Source: an optimization exercise on an open RTL-to-GDS flow (aim: small area and a short achievable clock period). Production flows keep margins and buffers that such runs may drop. Where RTL was checked, it was by simulation tests only, not by an equivalence proof against the original. Function not checked in run 2: the RTL went through the layout flow alone.

### config.mk
export PLATFORM = sky130hd
export DESIGN_NAME = trainedSDM
export DESIGN_NICKNAME = trainedSDM
export VERILOG_FILES = /design/flow/design.v
export SDC_FILE = /design/flow/constraint.sdc
export NUM_CORES = 8
export LEC_CHECK = 0
export CAP_MARGIN = 20
export CORE_MARGIN = 2
export CORE_UTILIZATION = 40
export SETUP_SLACK_MARGIN = 0.25
export SLEW_MARGIN = 20
### constraint.sdc
create_clock -name core_clock -period 13.0 [get_ports {clk}]
set_input_delay 2.6000 -clock core_clock [delete_from_list [all_inputs] [get_ports {clk}]]
set_output_delay 2.6000 -clock core_clock [all_outputs]
set_load 0.01 [all_outputs]
### design.v
`timescale 1ns / 1ps
module hammingDistance #(
    parameter BIT_WIDTH                      = 512,
    parameter LOG_BIT_SIZE                   = 9,
    parameter THRESHOLD                      = 32,
    parameter PIPELINE_PROFILE               = {LOG_BIT_SIZE{1'b0}},  
    parameter NUM_PIPELINE_STAGES            = 0
) (
    input clk,
    input rstb,
    input valid,
    input wnr,
    input [BIT_WIDTH - 1 : 0] vector,
    input [BIT_WIDTH - 1 : 0] address,
    output [BIT_WIDTH - 1 : 0] addressPipelined,
    output decisionReady,
    output wnrDelayed,
    output hit
);
genvar p;
generate
    if (NUM_PIPELINE_STAGES > 0) begin:pipelineStages
        reg [1 : 0] pipe[0 : NUM_PIPELINE_STAGES - 1];
        reg [BIT_WIDTH - 1 : 0] addressPipeline[0 : NUM_PIPELINE_STAGES - 1];
        for (p = 0; p < NUM_PIPELINE_STAGES; p = p + 1) begin:pipeStages
            always @(posedge clk or negedge rstb) begin
                if (~rstb) begin
                    pipe[p] <= 2'b0;
                    addressPipeline[p] <= {BIT_WIDTH{1'b0}};
                end
                else begin
                    pipe[p] <= (p == 0) ? {valid, wnr} : pipe[p - 1];
                    addressPipeline[p] <= (p == 0) ? vector : addressPipelined[p - 1];
                end
            end
        end
        assign {decisionReady, wnrDelayed} = pipe[NUM_PIPELINE_STAGES - 1];
        assign addressPipelined = addressPipeline[NUM_PIPELINE_STAGES - 1];
    end
    else begin:noPipelineStages
        assign {decisionReady, wnrDelayed} = {valid, wnr};
        assign addressPipelined = vector;
    end
endgenerate
genvar k, l, m;
generate
    for (k = 0; k <= LOG_BIT_SIZE; k = k + 1) begin:hammingLoop  
        reg [k : 0] sums[0 : BIT_WIDTH/{1'b1, {(k){1'b0}}} - 1];  
        if (k == 0) begin:zeroCaseSpecialCase
            for (l = 0; l < BIT_WIDTH/{1'b1, {(k){1'b0}}}; l = l + 1) begin:innerLoop
                if (PIPELINE_PROFILE[0] == 0) begin
                    always@* sums[l] <= vector[l] ^ address[l];
                end
                else begin
                    always @(posedge clk or negedge rstb) begin
                        if (~rstb) begin
                            sums[l] <= {BIT_WIDTH/{1'b1, {(k){1'b0}}}{1'b0}};
                        end
                        else begin
                            sums[l] <= vector[l] ^ address[l];
                        end
                    end
                end
            end
        end
        else begin:allOtherCases
            for (m = 0; m < BIT_WIDTH/{1'b1, {(k){1'b0}}}; m = m + 1) begin:innerLoop
                if (PIPELINE_PROFILE[k] == 0) begin
                    always@* sums[m] = hammingLoop[k - 1].sums[2 * (m + 1) - 1] + hammingLoop[k - 1].sums[2 * m]; 
                end
                else begin
                    always @(posedge clk or negedge rstb) begin
                        if (~rstb) begin
                            sums[m] <= {BIT_WIDTH/{1'b1, {(k){1'b0}}}{1'b0}};
                        end
                        else begin
                            sums[m] <= hammingLoop[k - 1].sums[2 * (m + 1) - 1] + hammingLoop[k - 1].sums[2 * m]; 
                        end
                    end
                end
            end
        end
    end
endgenerate
assign hit = hammingLoop[LOG_BIT_SIZE].sums[0] <= THRESHOLD;
endmodule
`timescale 1ps / 1ps
module memCell #(
    parameter BIT_WIDTH            = 512,
    parameter LOG_BIT_SIZE         = 9,
    parameter THRESHOLD            = 32,
    parameter HYSTERISIS           = 8,
    parameter HYSTERISIS_THRESHOLD = 25,
    parameter COUNTER_WIDTH        = 8
) (
    input clk,
    input rstb,
    input [BIT_WIDTH - 1 : 0] address,
    input valid,
    input wnr,
    input setAddress,
    input otherHit,
    output [BIT_WIDTH - 1 : 0] rdata,
    output decisionValid,
    output decisionSuccess,
    output reg locationEmpty,
    output locationStrong,
    output hit
);
reg [BIT_WIDTH - 1 : 0]                    softLocation;
reg [1 : 0]                                state;
wire                                       hammingDistanceReady;
wire                                       wnrDelayed;
wire                                       hammingHit;
reg                                        rdMemDelayed;
wire [BIT_WIDTH - 1 : 0]                   addressPipelined;
reg [BIT_WIDTH - 1 : 0]                    addressDelayed;
wire [BIT_WIDTH - 1 : 0]                   decisionPerBit;
reg [COUNTER_WIDTH * BIT_WIDTH - 1 : 0]    mem;
reg [COUNTER_WIDTH * BIT_WIDTH - 1 : 0]    new_data;
wire                                       modifyMem;
wire [BIT_WIDTH - 1 : 0]                   strength;
hammingDistance #(
    .BIT_WIDTH(BIT_WIDTH),
    .LOG_BIT_SIZE(LOG_BIT_SIZE),
    .THRESHOLD(THRESHOLD),
    .PIPELINE_PROFILE(0),
    .NUM_PIPELINE_STAGES(0)
) distance (
    .clk(clk),
    .rstb(rstb),
    .valid(valid),
    .wnr(wnr),
    .vector(address),
    .address(softLocation),
    .decisionReady(hammingDistanceReady),
    .wnrDelayed(wnrDelayed),
    .hit(hammingHit),
    .addressPipelined(addressPipelined)
);
assign hit           = hammingHit & ~locationEmpty;
assign decisionValid = hammingDistanceReady;
always @(posedge clk or negedge rstb) begin
    if (~rstb) begin
        locationEmpty <= 1'b1;
    end
    else begin
        if (setAddress) begin
            locationEmpty <= 1'b0;
        end
        else begin
            if (hit & otherHit & hammingDistanceReady & wnrDelayed & ~(&strength)) locationEmpty <= 1'b1;  
        end
    end
end
assign modifyMem = setAddress | ((hit & ~otherHit) & wnrDelayed & hammingDistanceReady);
always @(posedge clk) begin
    if (modifyMem) begin
        mem <= new_data;
    end
end
genvar k;
generate
    for (k = 0; k < BIT_WIDTH; k = k + 1) begin:strengthLoop
        wire [COUNTER_WIDTH - 1 : 0] magnitude = -mem[(k + 1) * COUNTER_WIDTH - 1 : k * COUNTER_WIDTH];  
        assign strength[k] = mem[(k + 1) * COUNTER_WIDTH - 1] ? magnitude >= HYSTERISIS : mem[(k + 1) * COUNTER_WIDTH - 1 : k * COUNTER_WIDTH] >= HYSTERISIS;
    end
endgenerate
genvar l;
generate
    for (l = 0; l < BIT_WIDTH; l = l + 1) begin:writeDataLoop
        wire [COUNTER_WIDTH - 1 : 0] negNewData = -new_data[(l + 1) * COUNTER_WIDTH - 1 : l * COUNTER_WIDTH];  
        wire [7 : 0] negMemContents = ~mem[(l + 1) * COUNTER_WIDTH - 1 : l * COUNTER_WIDTH] + {{(COUNTER_WIDTH - 2){1'b0}}, 2'b10};
        always @* begin
            if (setAddress) begin
                new_data[(l + 1) * COUNTER_WIDTH - 1 : l * COUNTER_WIDTH] <= addressPipelined[l] ? {{(COUNTER_WIDTH - 1){1'b0}}, 1'b1} : {(COUNTER_WIDTH){1'b1}};  
            end
            else begin
                if (addressPipelined[l]) begin
                    if ((~mem[(l + 1) *COUNTER_WIDTH - 1]) && (mem[(l + 1) * COUNTER_WIDTH - 1 : l * COUNTER_WIDTH] + {{(COUNTER_WIDTH - 1){1'b0}}, 1'b1} > HYSTERISIS_THRESHOLD)) begin
                        new_data[(l + 1) * COUNTER_WIDTH - 1 : l * COUNTER_WIDTH] <= HYSTERISIS_THRESHOLD;
                    end
                    else begin
                        new_data[(l + 1) * COUNTER_WIDTH - 1 : l * COUNTER_WIDTH] <= mem[(l + 1) * COUNTER_WIDTH - 1: l * COUNTER_WIDTH] + 1;
                    end
                end
                else begin
                    if ((mem[(l + 1) * COUNTER_WIDTH - 1]) && (negMemContents > HYSTERISIS_THRESHOLD)) begin
                        new_data[(l + 1) * COUNTER_WIDTH - 1 : l * COUNTER_WIDTH] <= -HYSTERISIS_THRESHOLD;
                    end
                    else begin
                        new_data[(l + 1) * COUNTER_WIDTH - 1 : l * COUNTER_WIDTH] <= mem[(l + 1) * COUNTER_WIDTH - 1: l * COUNTER_WIDTH] - 1;
                    end
                end
            end
        end
        always @(posedge clk or negedge rstb) begin
            if (~rstb) begin
                softLocation[l] <= 1'b0;
            end
            else begin
                if (setAddress) begin
                    softLocation[l] <= addressPipelined[l];  
                end
                else begin
                    if (modifyMem) begin  
                        softLocation[l] <=  (~new_data[(l + 1) * COUNTER_WIDTH - 1]) && new_data[(l + 1) * COUNTER_WIDTH - 1 : l * COUNTER_WIDTH] >= HYSTERISIS ? 1'b1 : 
                                          (new_data[(l + 1) * COUNTER_WIDTH - 1]) && negNewData >= HYSTERISIS ? 1'b0 :
                                           softLocation[l];
                    end
                end
            end
        end
        assign decisionPerBit[l] = mem[(l + 1) * COUNTER_WIDTH - 1] ? (strengthLoop[l].magnitude >= HYSTERISIS) :
                                                                          mem[(l + 1) * COUNTER_WIDTH - 1 : l * COUNTER_WIDTH] >= HYSTERISIS;
        assign rdata[l]          = ~mem[(l + 1) * COUNTER_WIDTH - 1] & hit & decisionValid;  
    end
endgenerate
assign decisionSuccess = &decisionPerBit;
assign locationStrong  = &strength;
endmodule
`timescale 1ns / 1ps
module trainedSDM #(
    parameter BIT_WIDTH              = 32,
    parameter BIT_WIDTH_SIZE         = 5,
    parameter THRESHOLD              = 4,
    parameter HYSTERISIS             = 4,
    parameter COUNTER_WIDTH          = 8,
    parameter NUM_LOCATIONS          = 8,
    parameter NUM_LOCATIONS_BIT_SIZE = 3
) (
    input clk,
    input rstb,
    input [BIT_WIDTH - 1 : 0] address,
    input valid,
    input wnr,
    output readValid,
    output readSuccess,
    output [BIT_WIDTH - 1 : 0] data
);
wire [NUM_LOCATIONS - 1 : 0]             hit;
wire [NUM_LOCATIONS - 1 : 0]             decisionValid;
wire [NUM_LOCATIONS - 1 : 0]             decisionSuccess;
wire [NUM_LOCATIONS - 1 : 0]             otherHit;
wire [NUM_LOCATIONS - 1 : 0]             setAddress;
wire [NUM_LOCATIONS - 1 : 0]             moreThanOneHit;
wire [BIT_WIDTH - 1 : 0]                 datac[0 : NUM_LOCATIONS - 1];
wire [NUM_LOCATIONS : 0]                 locationEmpty;
wire [NUM_LOCATIONS - 1 : 0]             locationStrong;
assign readValid   = |decisionValid;  
assign readSuccess = (|hit) & (~|moreThanOneHit) & (|(decisionSuccess & decisionValid & ~locationEmpty));
genvar p, q, r;
generate
    wire [NUM_LOCATIONS - 1 : 0] dataTranspose[0 : BIT_WIDTH - 1];
    for (p = 0; p < NUM_LOCATIONS; p = p + 1) begin:dataOuter
        for (q = 0; q < BIT_WIDTH; q = q + 1) begin:dataInner
            assign dataTranspose[q][p] = datac[p][q];
        end
    end
    for (r = 0; r < BIT_WIDTH; r = r + 1) begin:genData
        assign data[r] = |dataTranspose[r];
    end
endgenerate
genvar m;
generate
    assign locationEmpty[NUM_LOCATIONS] = 1'b0;
    for (m = 0; m < NUM_LOCATIONS; m = m + 1) begin:addressSetLoop
        assign setAddress[m] =  ~(|hit) & locationEmpty[m] & ~(|locationEmpty[NUM_LOCATIONS : m + 1]) & readValid;  
    end
endgenerate
genvar cells;
generate
    for (cells = 0; cells < NUM_LOCATIONS; cells = cells + 1) begin:memoryCells
        memCell #(
            .BIT_WIDTH(BIT_WIDTH),
            .LOG_BIT_SIZE(BIT_WIDTH_SIZE),
            .THRESHOLD(THRESHOLD),
            .HYSTERISIS(HYSTERISIS),
            .COUNTER_WIDTH(COUNTER_WIDTH)
        ) memcell (
            .clk(clk),
            .rstb(rstb),
            .address(address),
            .valid(valid),
            .wnr(wnr),
            .setAddress(setAddress[cells]),
            .otherHit(otherHit[cells]),
            .rdata(datac[cells]),
            .decisionValid(decisionValid[cells]),
            .decisionSuccess(decisionSuccess[cells]),
            .locationStrong(locationStrong[cells]),
            .locationEmpty(locationEmpty[cells]),
            .hit(hit[cells])
        );
    end
endgenerate
genvar k;
generate
    for (k = 0; k < NUM_LOCATIONS; k = k + 1) begin:otherHitGenerate
        wire [NUM_LOCATIONS - 1 : 0] maskedHits;
        if (k == 0) begin:zeroCaseSpecialCase
            assign maskedHits = {hit[NUM_LOCATIONS - 1 : 1], 1'b0};
        end
        else if (k == NUM_LOCATIONS - 1) begin:MSBCaseSpecialCase
            assign maskedHits = {1'b0, hit[NUM_LOCATIONS - 2 : 0]};
        end
        else begin:allOtherCases
            assign maskedHits = {hit[NUM_LOCATIONS - 1 : k + 1], 1'b0, hit[k - 1 : 0]};
        end
        assign otherHit[k] = |maskedHits;  
    end
endgenerate
assign moreThanOneHit = otherHit & hit;
endmodule
### run.sh
#!/bin/bash
# synth_recipe.tcl (not shown) runs the flow's synth.tcl, then flattens the netlist and writes it again
# the make line also repeats each setting of config.mk as NAME=value (left out here)
make -C /OpenROAD-flow-scripts/flow DESIGN_CONFIG=/design/flow/config.mk WORK_HOME=/design/flow/orfs CLKGATE_MAP_FILE= SYNTH_SCRIPT=/design/flow/synth_recipe.tcl finish
==> notes.md, run 1 <==
RSZ-0062 raised after global routing no; number of synthesized register bits 2312; Core Util, Final 43.0%; crit path capture type output port; Register-to-Register Path Depth 25; Post-synth EDFFs 2048; Clock Path Buffers 4; Via-to-Cell Ratio 6.30; Die ar. 634000 um^2; vias in the first global route 229000; Global Route Usage Sum 29.8%; mean routed wirelength per cell 25.2 um; Core Rows 291; DR vias 249000; yosys warns 9; synthesized cell area 251000 um^2; first-pass GRT wire length 1470 mm; Total Wirelength 996 mm; Crit Path Category in -> out; Final Cycle Share 98.0%; Pre-Repair DR Iteration Count 9; outcome complete, no violations; I/O pins 70; post-synthesis simple-gate area fraction 23.9%; syn nets 34300; max-slew violation count 0; minimum clock period 12.74 ns; clk root buf clkbuf_16; Port Buf Inserts 69; Post-Synth Adder-Cell Area 9.78%; Layout area overhead 7.38%; hold depth 1; post-placement cell count 39000; Layout Nets 32800; RR Endpoint memoryCells[6].memcell.softLocation[24]; Final ANT Viol Nets 0; Slew HR 17.1%; Worst Path Max Fanout 24; antenna violations before repair 93; Post-CTS Setup Bufs 0; top cells by area, synth edfxtp_1 24%, ha_1 8.1%, xnor2_1 5.5%; drt drc 0; pin count of the biggest net entering global routing 113; crit start category input pin; HP Start memoryCells[2].memcell.softLocation[29]; Clock Skew 0.0473 ns; Hold Path Class reg -> reg; Syn Inst Count 32400; share of cells above drive strength 1 5.62%; DPL Wire Length 744 mm; Netlist cell types 105; Crit path required time 10.40 ns; gpl congestion 0.986; Starting DRT DRC Count 29000; Synth Flop Type edfxtp_1; Final Non-Filler Cells 39600; sequential share of the synthesized area 27.1%; post-synthesis mux area share 0.744%; final setup fails 0; die height 796 um; fmax 78.5 MHz; depth of the CTS H-tree 5; Worst-Margin Slew 1.24 ns; Core Area 627000 um^2; Hold EP memoryCells[2].memcell.softLocation[29]; async set-or-reset flop fraction in the synthesized netlist 11.4%; CP Data Arrival Time 10.14 ns; TritonCTS Buffers 309; reg-to-reg setup timing slack 3.70 ns; post-synthesis compound-gate area fraction 23.5%; RR Startpoint memoryCells[7].memcell.softLocation[13]; largest area contributor in the netlist edfxtp_1; Die Wd 796 um; Max-Cap Viols 0; worst skew pair latency 1.04 ns; GRT overflow 0; CTS clock-pin slew for the worst setup and hold paths 0.06 ns; Syn Area/Cell 7.74 um^2; largest family of logic cells by synthesized area simple AND/OR/NAND/NOR gates; Synth top area share 24.5%; clock sink count 2312; Hold Fails Final Rpt 0; Initial Util 40.1%; CTS tree done; XOR/XNOR share of the synthesized area 8.79%
-- synth_stat cells (162+ instances only) --
cell type,number
a21boi_0,176
a21o_1,218
a21oi_1,2180
a31oi_1,946
a41oi_1,168
and2_1,182
and3_1,301
buf_1,347
buf_2,166
clkbuf_1,1936
dfrtp_1,256
edfxtp_1,2048
fa_1,192
ha_1,1634
inv_1,1567
nand2_1,3252
nand2b_1,306
nand3_1,1227
nand4_1,579
nor2_1,3131
nor2b_1,344
nor3_1,1046
nor3b_1,277
nor4_1,465
o211ai_1,305
o21a_1,162
o21ai_0,2315
o21bai_1,200
o22ai_1,334
o31ai_1,364
or3_1,337
xnor2_1,1564
xor2_1,957
-- worst max-delay path by stage --
stage                      startpoint  slack [ns]                             to
after global placement     address[0]        0.02                    readSuccess
final                     address[25]        0.26                       data[12]
after floorplan           address[13]       -0.17  memoryCells[5].memcell.mem[0]
after CTS                 address[11]        0.27                    readSuccess
after detailed placement  address[15]        0.07                       data[24]
after global routing      address[27]        0.26                       data[24]
-- critical path: stages --
cell and delay, ns:
buf_6 0.41, buf_4 0.39, xnor2_1 0.32, fa_1 0.53
fa_1 0.53, fa_1 0.44, fa_1 0.51, fa_1 0.44
fa_1 0.54, inv_1 0.04, ha_1 0.21, fa_1 0.40
and4b_1 0.34, o221ai_4 0.19, buf_12 0.23, o221ai_1 0.40
nor3_1 0.14, nor2_1 0.66, clkdlybuf4s50_1 0.70
-- per-layer routing --
layer / part of all wire, % / track usage (%) / routed length, um / up-vias
met1: 40 / 37.6 / 397000 / 121000
li1: - / - / - / 115000
met4: 8.7 / 22.0 / 86300 / 38
met2: 43 / 45.5 / 425000 / 11200
met3: 8.8 / 5.28 / 87600 / 2164
met5: 0.029 / 0 / 287 / -
-- metrics by stage --
| stage | setup slack, ns | instance area [um^2] | hold WS, ns | TNS (ns) |
|---|---|---|---|---|
| after floorplan | -0.168 | 252000 | 0.469 | -77.08 |
| after global placement | 0.0202 | 259000 | 0.486 | 0 |
| after detailed placement | 0.0681 | 259000 | 0.489 | 0 |
| after CTS | 0.274 | 269000 | 0.502 | 0 |
| after global routing | 0.259 | 270000 | 0.524 | 0 |
| final | 0.262 | 270000 | 0.499 | 0 |
-- cell type report --
cell class,count,area (um^2)
multi-input combinational,26100,169000
timing repair buffer,636,5820
antenna,62,155
clock inverter,161,1960
sequential,2312,68100
clock buffer,406,8560
inverter,1584,6030
fill,62700,357000
tap,8350,10400
-- cell usage in the layout, fill, tap and decap left out, types with 363 or more instances in the layout --
master    Yosys  routed
a21oi_1    2180    2180
a31oi_1     946     945
buf_4         3     505
edfxtp_1   2048    2048
ha_1       1634    1631
inv_1      1567    1539
nand2_1    3252    3250
nand3_1    1227    1220
nand4_1     579     579
nor2_1     3131    3124
nor3_1     1046    1022
nor4_1      465     451
o21ai_0    2315    2313
o31ai_1     364     363
xnor2_1    1564    1527
xor2_1      957     956
-- repair_timing --
action	CTS	global route
resized for setup	3	10
setup endpoints to repair	2	3
pin swaps	0	1
hold buffers	0	0
gates cloned	0	0
-- logic make-up after synthesis --
kind of cell / after synthesis
AOI/OAI and AO/OA: 9239
xor gates and xnor gates: 2521
adders and majority gates: 1853
buffers and inverters: 4044
DFF: 2312
muxes: 177
and+or+nand+nor: 12300
-- state kept, by name (all words and copies together) (netlist names) --
signal and cells:
memoryCells.memcell.mem 2048, memoryCells.memcell.softLocation 256, memoryCells.memcell.locationEmpty 8
==> run 2: changes to the inputs <==
==> design.v (replaced) <==
module hammingDistance (
    input  [31:0] vector,
    input  [31:0] address,
    output        hit
);
wire [31:0] x = vector ^ address;
wire [1:0] s2 [0:15];
wire [2:0] s4 [0:7];
wire [2:0] s8 [0:3];
wire [2:0] s16 [0:1];
function [2:0] sat5;
    input [3:0] v;
    sat5 = (v > 4'd5) ? 3'd5 : v[2:0];
endfunction
genvar g;
generate
    for (g = 0; g < 16; g = g + 1) begin : pairs
        assign s2[g] = {1'b0, x[2*g]} + {1'b0, x[2*g+1]};
    end
    for (g = 0; g < 8; g = g + 1) begin : quads
        assign s4[g] = {1'b0, s2[2*g]} + {1'b0, s2[2*g+1]};
    end
    for (g = 0; g < 4; g = g + 1) begin : octets
        assign s8[g] = sat5({1'b0, s4[2*g]} + {1'b0, s4[2*g+1]});
    end
    for (g = 0; g < 2; g = g + 1) begin : hexes
        assign s16[g] = sat5({1'b0, s8[2*g]} + {1'b0, s8[2*g+1]});
    end
endgenerate
wire [3:0] total = {1'b0, s16[0]} + {1'b0, s16[1]};
assign hit = total <= 4'd4;
endmodule
module memCell (
    input             clk,
    input             write,
    input      [31:0] newA,
    input      [159:0] newU,
    output reg [31:0] softAddr,
    output     [159:0] cnt,
    output     [31:0] nonNeg,      
    output            allStrong    
);
reg  [4:0]  u [0:31];
wire [31:0] isStrong;
genvar b;
generate
    for (b = 0; b < 32; b = b + 1) begin : bits
        always @(posedge clk) begin
            if (write) begin
                softAddr[b] <= newA[b];
                u[b]        <= newU[5*b +: 5];
            end
        end
        assign cnt[5*b +: 5] = u[b];
        assign isStrong[b] = u[b] >= 5'd8;
        assign nonNeg[b]   = softAddr[b] ? (u[b] >= 5'd4) : (u[b] <= 5'd4);
    end
endgenerate
assign allStrong = &isStrong;
endmodule
module counterUpdate (
    input        load,
    input        addr,
    input        a,
    input  [4:0] u,
    output       newA,
    output [4:0] newU
);
wire toward = addr ~^ a;
assign newA = load ? addr : ((~toward && u == 5'd1) ? ~a : a);
assign newU = load ? 5'd5 :
              toward ? ((u == 5'd29) ? u : u + 5'd1) :
              (u == 5'd1) ? 5'd8 : u - 5'd1;
endmodule
`timescale 1ns / 1ps
module trainedSDM (
    input         clk,
    input         rstb,
    input  [31:0] address,
    input         valid,
    input         wnr,
    output        readValid,
    output        readSuccess,
    output [31:0] data
);
wire [7:0]   near;
wire [7:0]   hit;
wire [7:0]   allStrong;
reg  [7:0]   empty;
wire [31:0]  softAddr [0:7];
wire [159:0] cnt      [0:7];
wire [31:0]  nonNeg   [0:7];
wire [7:0]   load;
wire [7:0]   update;
wire [7:0]   otherHit;
wire [7:0]   topEmpty;    
wire anyHit  = |hit;
wire multHit = |(hit & otherHit);
reg [31:0]  selA;
reg [159:0] selU;
integer j;
always @* begin
    selA = 32'd0;
    selU = 160'd0;
    for (j = 0; j < 8; j = j + 1) begin
        selA = selA | (softAddr[j] & {32{hit[j]}});
        selU = selU | (cnt[j] & {160{hit[j]}});
    end
end
wire [31:0]  newA;
wire [159:0] newU;
genvar i;
generate
    for (i = 0; i < 32; i = i + 1) begin : upd
        counterUpdate cu (
            .load(~anyHit),
            .addr(address[i]),
            .a(selA[i]),
            .u(selU[5*i +: 5]),
            .newA(newA[i]),
            .newU(newU[5*i +: 5])
        );
    end
    for (i = 0; i < 8; i = i + 1) begin : loc
        hammingDistance hd (
            .vector(address),
            .address(softAddr[i]),
            .hit(near[i])
        );
        memCell mc (
            .clk(clk),
            .write(load[i] | update[i]),
            .newA(newA),
            .newU(newU),
            .softAddr(softAddr[i]),
            .cnt(cnt[i]),
            .nonNeg(nonNeg[i]),
            .allStrong(allStrong[i])
        );
        assign hit[i]      = near[i] & ~empty[i];
        assign otherHit[i] = |(hit & ~(8'd1 << i));
        if (i == 7) begin : top
            assign topEmpty[i] = empty[i];
        end
        else begin : lower
            assign topEmpty[i] = empty[i] & ~|empty[7:i+1];
        end
        assign load[i]   = valid & ~anyHit & topEmpty[i];
        assign update[i] = valid & wnr & hit[i] & ~otherHit[i];
        always @(posedge clk or negedge rstb) begin
            if (~rstb)
                empty[i] <= 1'b1;
            else if (load[i])
                empty[i] <= 1'b0;
            else if (valid & wnr & hit[i] & otherHit[i] & ~allStrong[i])
                empty[i] <= 1'b1;
        end
    end
endgenerate
assign readValid   = valid;
assign readSuccess = valid & anyHit & ~multHit & |(allStrong & ~empty);
genvar b;
generate
    for (b = 0; b < 32; b = b + 1) begin : dbits
        assign data[b] = valid & |{hit[7] & nonNeg[7][b], hit[6] & nonNeg[6][b],
                                   hit[5] & nonNeg[5][b], hit[4] & nonNeg[4][b],
                                   hit[3] & nonNeg[3][b], hit[2] & nonNeg[2][b],
                                   hit[1] & nonNeg[1][b], hit[0] & nonNeg[0][b]};
    end
endgenerate
endmodule
==> run 2 against run 1 <==
  * Area after synthesis decreased by 66%
  * Via count shrank 72%
  * Clock skew decreased by 0.0015 ns
  * Routed wire length fell by 65%
  * Design area down 63%
  * Fmax increased by 0.70%
  * Worst hold slack better by 0.053 ns
  * First-iteration DRC count down 60%
  * Critical path type unchanged
==> notes.md, run 2 <==
Hold Path Class reg -> reg; Crit Path Category in -> out; CTS tree done; slowest CP cell fa_1; RR Endpoint loc[2].mc.softAddr[30]; Global Route Usage Sum 31.8%; most frequent CP cell fa_1; Hold-fix buffers, CTS 0; syn nets 7647; HP Start empty[0]; Fin Setup TNS 0 ns; pre-CTS worst setup slack -0.319 ns; depth of the CTS H-tree 4; minimum clock period 12.65 ns; synthesized cell area 84500 um^2; Post-synth EDFFs 1536; Register-to-Register Path Depth 33; share of cells above drive strength 1 15.2%; Core Rows 168; Layout area overhead 17.9%; biggest registers after layout loc.mc.u (1280), loc.mc.softAddr (256), empty (8); CP Data Arrival Time 10.05 ns; Die ar. 215000 um^2; Hold Fails Final Rpt 0; Final ANT Viol Nets 0; CTS clock-pin slew for the worst setup and hold paths 0.06 ns; Slew HR 17.8%; max-slew violation count 0; commonest non-fill, non-tap cells in the layout 1536 x edfxtp_1, 574 x a21oi_1, 512 x a22oi_1; pin count of the biggest net entering global routing 101; slowest stage delay, CP 0.56 ns; Synth Flop Type edfxtp_1; vias in the first global route 66400; worst skew pair latency 0.85 ns; clock sink count 1544; reg-to-reg setup timing slack 3.20 ns; Die Wd 464 um; Syn Inst Count 7195; Total Wirelength 353 mm; Crit path required time 10.40 ns; DR vias 70600; fmax 79.1 MHz; sequential share of the synthesized area 54.8%; Max-Cap Viols 0; mean routed wirelength per cell 33.1 um; Clock Skew 0.0458 ns; Hold Slack 0.551 ns; TritonCTS Buffers 166; outcome complete, no violations; largest area contributor in the netlist edfxtp_1; top cells by area, synth edfxtp_1 55%, a22oi_1 4.6%, ha_1 3.9%; clk root buf clkbuf_16; most numerous cell in the Yosys netlist edfxtp_1; final setup fails 0; yosys warns 4; gpl congestion 1.01; Hold EP empty[0]; Commonest cells post-synth 1536 x edfxtp_1, 587 x a21oi_1, 516 x a22oi_1, 419 x nor2_1, 373 x o21ai_0; Starting DRT DRC Count 11700; Final Cycle Share 97.3%; Worst Path Max Fanout 8; Clock Path Buffers 3; hold depth 2; I/O pins 70; Layout Nets 8140; register area 46300 um^2; number of synthesized register bits 1544; Port Buf Inserts 69; RSZ-0062 raised after global routing yes; max FFs per register 1280; crit start category input pin; Synth top area share 54.6%; Initial Util 40.3%; Netlist cell types 103; area of the multi-input gates 36600 um^2; Pre-Repair DR Iteration Count 8; Worst-Margin Slew 1.22 ns; setup ws final 0.351 ns; die height 464 um; async set-or-reset flop fraction in the synthesized netlist 0.518%; GRT overflow 0; Syn Area/Cell 11.7 um^2; Via-to-Cell Ratio 6.62; Core Area 210000 um^2; antenna violations before repair 42; DPL Wire Length 249 mm; Fill cells 18700; first-pass GRT wire length 493 mm; drt drc 0; Top reg by flops loc.mc.u; RR Startpoint loc[6].mc.softAddr[0]; commonest non-fill, non-tap cell in the layout edfxtp_1; crit path capture type output port
[run 2: changes by cell type in the layout (fill, tap and decap cells not counted), sizes merged, moves of 1319 or more]
cell / before / now
nand2: 3252 / 200
xnor2: 1564 / 245
o21ai: 2336 / 384
ha: 1634 / 264
nor2: 3132 / 419
a21oi: 2180 / 588
[run 2: layout make-up]
| class | count | area share [%] |
|---|---|---|
| well taps | 2805 | 3.52 |
| diodes | 30 | 0.0754 |
| inverters | 316 | 1.19 |
| multi-input cells | 4996 | 36.7 |
| repair buffers | 664 | 6.44 |
| flip-flops and latches | 1544 | 46.5 |
| clock inverters | 119 | 1.24 |
| clock buffers | 188 | 4.27 |
[run 2: worst max-delay path: cells and delay by family]
family	cells	cell delay (ns)
compound gates	6	1.00
simple gates	4	1.01
buf+inv	10	1.67
xor+xnor	2	0.39
fa+ha+maj	8	3.36
[run 2: per-layer routing]
layer	vias up	part of all wire, %	GRT usage (%)
li1	29300	-	-
met3	1081	14	9.33
met4	28	7.0	19.0
met1	34500	37	42.3
met2	5634	42	45.8
met5	-	0.049	0
[run 2: cell families (layout without fill, tap and decap cells)]
| group | count (synthesis) | count (layout) | share of synthesized area (%) |
|---|---|---|---|
| AO/OA/AOI/OAI | 2183 | 2183 | 17.2 |
| AND/OR/NAND/NOR | 1950 | 1950 | 12.3 |
| flip-flops | 1544 | 1544 | 54.8 |
| buffers and inverters | 655 | 1287 | 3.41 |
| adder cells (fa/ha/maj) | 416 | 416 | 7.51 |
| XOR/XNOR | 392 | 392 | 4.10 |
| multiplexers | 55 | 55 | 0.687 |
| other | 0 | 30 | 0 |
[run 2: timing repair]
| action | CTS | global route |
|---|---|---|
| setup endpoints to repair | 33 | 33 |
| buffers inserted | 19 | 16 |
| endpoints found under the hold margin | 0 | 0 |
| gates resized for setup | 157 | 148 |
| pin swaps | 49 | 91 |
| gates cloned | 5 | 2 |
[run 2: metrics by stage]
step                util (%)  instances  area [um^2]
finish                  47.5      10700        99600
global route            47.5      10600        99500
CTS                     47.1      10600        98900
detailed placement      44.1      10300        92500
global placement        44.0      10300        92400
floorplan                  -       7195        84800
[run 2: worst max-delay path by stage]
stage / cells after the start / startpoint / slack (ns) / to
after floorplan: 25 / address[27] / -1.08 / loc[7].mc.softAddr[0]
after global placement: 30 / address[1] / -0.20 / data[1]
after detailed placement: 30 / address[8] / -0.32 / data[1]
after CTS: 31 / address[0] / 0.08 / data[1]
after global routing: 33 / address[3] / 0.17 / data[9]
final: 30 / address[3] / 0.35 / data[28]

port drivers added, routing unchanged:
In the flow no input, the clock included, has a driving cell. The finished layouts below were timed again as built, in two steps.
Step 1 sets driving cells, clkbuf_16 on the clock port and buf_2 on the other inputs (assumed; they add their load-dependent delay and slew).
Step 2 moves the port delays by t, midway between the first and last clock arrival at a register: inputs arrive t later, outputs are due t later. That takes back most of the time a late clock gives input paths.
Three values: no drivers, after step 1, after step 2; two values: the first two.
run	t, ns	slack for setup (ns)	worst hold slack (ns)	slew at the worst register clock pin (ns)	pins driven straight from the clock port
run 1	1.146	0.262 / 0.223 / 0.223	0.499 / 0.499 / 0.499	0.07 / 0.07	1
run 2	0.925	0.351 / 0.323 / 0.323	0.551 / 0.551 / 0.551	0.07 / 0.07	1
After both steps setup and hold are still met in every run listed. For run 1, which loses most, drivers alone change the setup slack by -0.039 ns; drivers and shift together by -0.039 ns.
